This design comes from an exercise in tuning for small area on the open sky130 flow, not from production work. At most, simulation tests tie the RTL to the original design; equivalence was not proved.

== v6 ==
// mmult
module mmult(
    input clk,
    input reset_n,
    input enable,
    input [0:9*8-1] A_mat,
    input [0:9*8-1] B_mat,
    output reg valid,
    output [0:9*18-1] C_mat
);
export LEC_CHECK = 0
export CAP_MARGIN = 20
export CORE_MARGIN = 2
export CORE_UTILIZATION = 40
export SLEW_MARGIN = 20
export SYNTH_HIERARCHICAL = 1
create_clock -name core_clock -period 10.0 [get_ports {clk}]
standard.sh (not shown) runs the stock make flow with config.mk's settings and CLKGATE_MAP_FILE= SYNTH_SCRIPT=/design/flow/synth_recipe.tcl, a recipe that flattens the netlist after the stock synthesis.
==> flow/flow/run.sh <==
#!/bin/bash
# The standard layout (standard.sh, unchanged synthesis), with:
#  - the port buffers made of the smallest buffer (buf_1) instead of clkdlybuf4s50_1,
#  - power recovery after global routing (downsizes gates on paths with slack to spare),
#  - a clock tree of smaller buffers and without dummy loads.
set -euo pipefail
export BUFFER_PORTS_ARGS="-buffer_cell sky130_fd_sc_hd__buf_1"
export CTS_ARGS="-sink_clustering_enable -repair_clock_nets -buf_list {sky130_fd_sc_hd__clkbuf_4 sky130_fd_sc_hd__clkbuf_8} -dont_use_dummy_load"
bash standard.sh RECOVER_POWER=100 finish > standard.log 2>&1
In v6 the implementation ran to completion but is not tape-out ready, as the final checks report max-capacitance violations, max-slew violations.
Input changes introduced in v7 (baseline for comparison: v6):
==> flow/flow/run.sh <==
#!/bin/bash
# The standard layout (standard.sh, unchanged synthesis), with:
#  - the port buffers made of the smallest buffer (buf_1) instead of clkdlybuf4s50_1,
#  - power recovery after global routing (downsizes gates on paths with slack to spare).
set -euo pipefail
export BUFFER_PORTS_ARGS="-buffer_cell sky130_fd_sc_hd__buf_1"
bash standard.sh RECOVER_POWER=100 finish > standard.log 2>&1
- v7: complete, dirty (max-capacitance violations, max-slew violations)
- The critical path startpoint comes out A_mat[7] in one run and A_mat[6] in the other, namely in v7 and v6 respectively.
- Wire length, v7 and v6: lower on v7
- v6 -> v7: cell depth of the worst hold path delta 0, exact match
- v7 and v6 ended up with nearly the same non-filler instance count after layout.
- In the tables for v7 and v6, number of nets in the layout reads higher with v6.
- Against v6, v7 reports a part of the cycle the worst path needs that is higher.
- The overall routing resource usage of v7 and that of v6 are within noise of each other.
- Via count of the first global-routing pass shrinks slightly when moving from v6 to v7.
- On worst hold slack, v7 does better than v6.
- Diff v6 -> v7: worst setup slack fell by 24 ps, top achievable clock speed stayed essentially flat.
No run of this note included a check of the RTL's function; only the layout flow was run.

========
north:
mmult, a different RTL version from the one above (not shown whole).
For scale: ~23000 um^2 of cells after synthesis.
// mmult
module mmult(
    input clk,
    input reset_n,
    input enable,
    input [0:9*8-1] A_mat,
    input [0:9*8-1] B_mat,
    output reg valid,
    output [0:9*18-1] C_mat
);
export LEC_CHECK = 0
export CAP_MARGIN = 20
export CORE_MARGIN = 2
export CORE_UTILIZATION = 40
export SLEW_MARGIN = 20
export SYNTH_HIERARCHICAL = 1
create_clock -name core_clock -period 10.0 [get_ports {clk}]
==> flow/flow/run.sh <==
#!/bin/bash
# The standard layout (standard.sh, unchanged synthesis), with:
#  - the port buffers made of the smallest buffer (buf_1) instead of clkdlybuf4s50_1,
#  - a clock tree of clkbuf_4 only, sink clusters of up to 10 flip-flops, and no dummy loads.
set -euo pipefail
export BUFFER_PORTS_ARGS="-buffer_cell sky130_fd_sc_hd__buf_1"
export CTS_ARGS="-sink_clustering_enable -repair_clock_nets -buf_list {sky130_fd_sc_hd__clkbuf_4} -sink_clustering_size 10 -sink_clustering_max_diameter 45 -dont_use_dummy_load"
bash standard.sh finish > standard.log 2>&1
north reached the end of the flow, and the finished layout is clean on the timing, design-rule and antenna checks.
Here is what was changed in the inputs of south compared with north.
- CORE_UTILIZATION now 50, was 40
==> flow/flow/run.sh <==
#!/bin/bash
# The standard layout (standard.sh, unchanged synthesis), with:
#  - the port buffers made of the smallest buffer (buf_1) instead of clkdlybuf4s50_1,
#  - a clock tree of smaller buffers (clkbuf_4/clkbuf_8), sink clusters of up to 16
#    flip-flops, and no dummy loads.
set -euo pipefail
export BUFFER_PORTS_ARGS="-buffer_cell sky130_fd_sc_hd__buf_1"
export CTS_ARGS="-sink_clustering_enable -repair_clock_nets -buf_list {sky130_fd_sc_hd__clkbuf_4 sky130_fd_sc_hd__clkbuf_8} -sink_clustering_size 16 -sink_clustering_max_diameter 60 -dont_use_dummy_load"
bash standard.sh finish > standard.log 2>&1
==> comparison <==
Total number of H-tree levels for south is lower than for north.
Going from north to south, the global-route met3 utilization was found to have gone up by 0.42 points.
Going from north to south, critical path required time lost 0.11 ns, via count +102, detailed-routed wire length on met3 increased by 0.97% relative to the old numbers.
Part of the cycle the worst path needs: south higher than north
south reached the final stage; the timing, design-rule and antenna checks on its layout passed.
Looking at final critical path time including I/O delays and setup, south sits 0.41 ns above north.
The inputs of east differ from those of south as listed below.
- swapping 50 for 40 in CORE_UTILIZATION
--- a/flow/flow/run.sh
+++ b/flow/flow/run.sh
@@ -6,4 +6,4 @@
 set -euo pipefail
 export BUFFER_PORTS_ARGS="-buffer_cell sky130_fd_sc_hd__buf_1"
-export CTS_ARGS="-sink_clustering_enable -repair_clock_nets -buf_list {sky130_fd_sc_hd__clkbuf_4 sky130_fd_sc_hd__clkbuf_8} -sink_clustering_size 16 -sink_clustering_max_diameter 60 -dont_use_dummy_load"
+export CTS_ARGS="-sink_clustering_enable -repair_clock_nets -buf_list {sky130_fd_sc_hd__clkbuf_4} -sink_clustering_size 12 -sink_clustering_max_diameter 50 -dont_use_dummy_load"
 bash standard.sh finish > standard.log 2>&1
## What came out
east does better than south on fmax. For the final core utilization, east came in 12 points lower than south did. For post-layout instance count excluding filler cells, dividing the value from east by the value from south gives 1.06. Compared to south, east has actual transition at the worst max-transition pin 0.10 ns lower. Compared to south, east shows a wider setup margin.
The inputs of west differ from those of east as listed below.
==> flow/flow/run.sh <==
#!/bin/bash
# The standard layout (standard.sh, unchanged synthesis), with:
#  - cell sizes in the synthesized netlist reduced before placement (same functions, pins
#    and registers): the 36 a22oi_2 gates that drive one adder input each, and the and2_2
#    and and2b_2 gates of the digit decoders, to their _1 sizes,
#  - the port buffers made of the smallest buffer (buf_1) instead of clkdlybuf4s50_1,
#  - a clock tree of clkbuf_4 only, sink clusters of up to 10 flip-flops, and no dummy loads.
set -euo pipefail
export BUFFER_PORTS_ARGS="-buffer_cell sky130_fd_sc_hd__buf_1"
export CTS_ARGS="-sink_clustering_enable -repair_clock_nets -buf_list {sky130_fd_sc_hd__clkbuf_4} -sink_clustering_size 10 -sink_clustering_max_diameter 45 -dont_use_dummy_load"
netlist=$PWD/orfs/results/sky130hd/mmult/base/1_2_yosys.v
bash standard.sh "$netlist" > synth.log 2>&1
sed -i -e 's/\bsky130_fd_sc_hd__a22oi_2\b/sky130_fd_sc_hd__a22oi_1/' \
       -e 's/\bsky130_fd_sc_hd__and2_2\b/sky130_fd_sc_hd__and2_1/' \
       -e 's/\bsky130_fd_sc_hd__and2b_2\b/sky130_fd_sc_hd__and2b_1/' "$netlist"
bash standard.sh finish > standard.log 2>&1
[summary]
Summary of west over east: worst hold slack moved up, via density per instance +about 0.37%.

port drivers added, routing unchanged:
Ports are ideal in the flow. The routed layouts listed here were re-timed in OpenROAD.
Step 1 sets driving cells, clkbuf_16 on the clock port and buf_2 on the other inputs (assumed; they add their load-dependent delay and slew).
Step 2 moves the port delays by t, midway between the first and last clock arrival at a register: inputs arrive t later, outputs are due t later. That takes back most of the time a late clock gives input paths.
a / b / c = ideal ports / drivers / drivers and shift; a / b = the first two.
run | t (ns) | setup WS [ns] | hold slack, ns | clock arrival spread, ns | worst slew at a driven data input, ns
v6 | 0.630 | 0.467 / 0.497 / -0.133 | 0.371 / 0.371 / 0.371 | 0.074 / 0.074 | 0.10
v7 | 0.575 | 0.443 / 0.473 / -0.103 | 0.405 / 0.405 / 0.405 | 0.023 / 0.023 | 0.11
north | 0.742 | 0.917 / 0.951 / 0.208 | 0.378 / 0.378 / 0.378 | 0.067 / 0.067 | 0.12
south | 0.619 | 0.511 / 0.540 / -0.080 | 0.400 / 0.400 / 0.400 | 0.027 / 0.027 | 0.10
east | 0.743 | 0.926 / 0.961 / 0.218 | 0.359 / 0.359 / 0.359 | 0.094 / 0.094 | 0.12
west | 0.747 | 0.832 / 0.868 / 0.121 | 0.375 / 0.375 / 0.375 | 0.119 / 0.120 | 0.13
The setup slack of west, which loses most, moves by +0.036 ns with the drivers and by -0.711 ns with both steps.
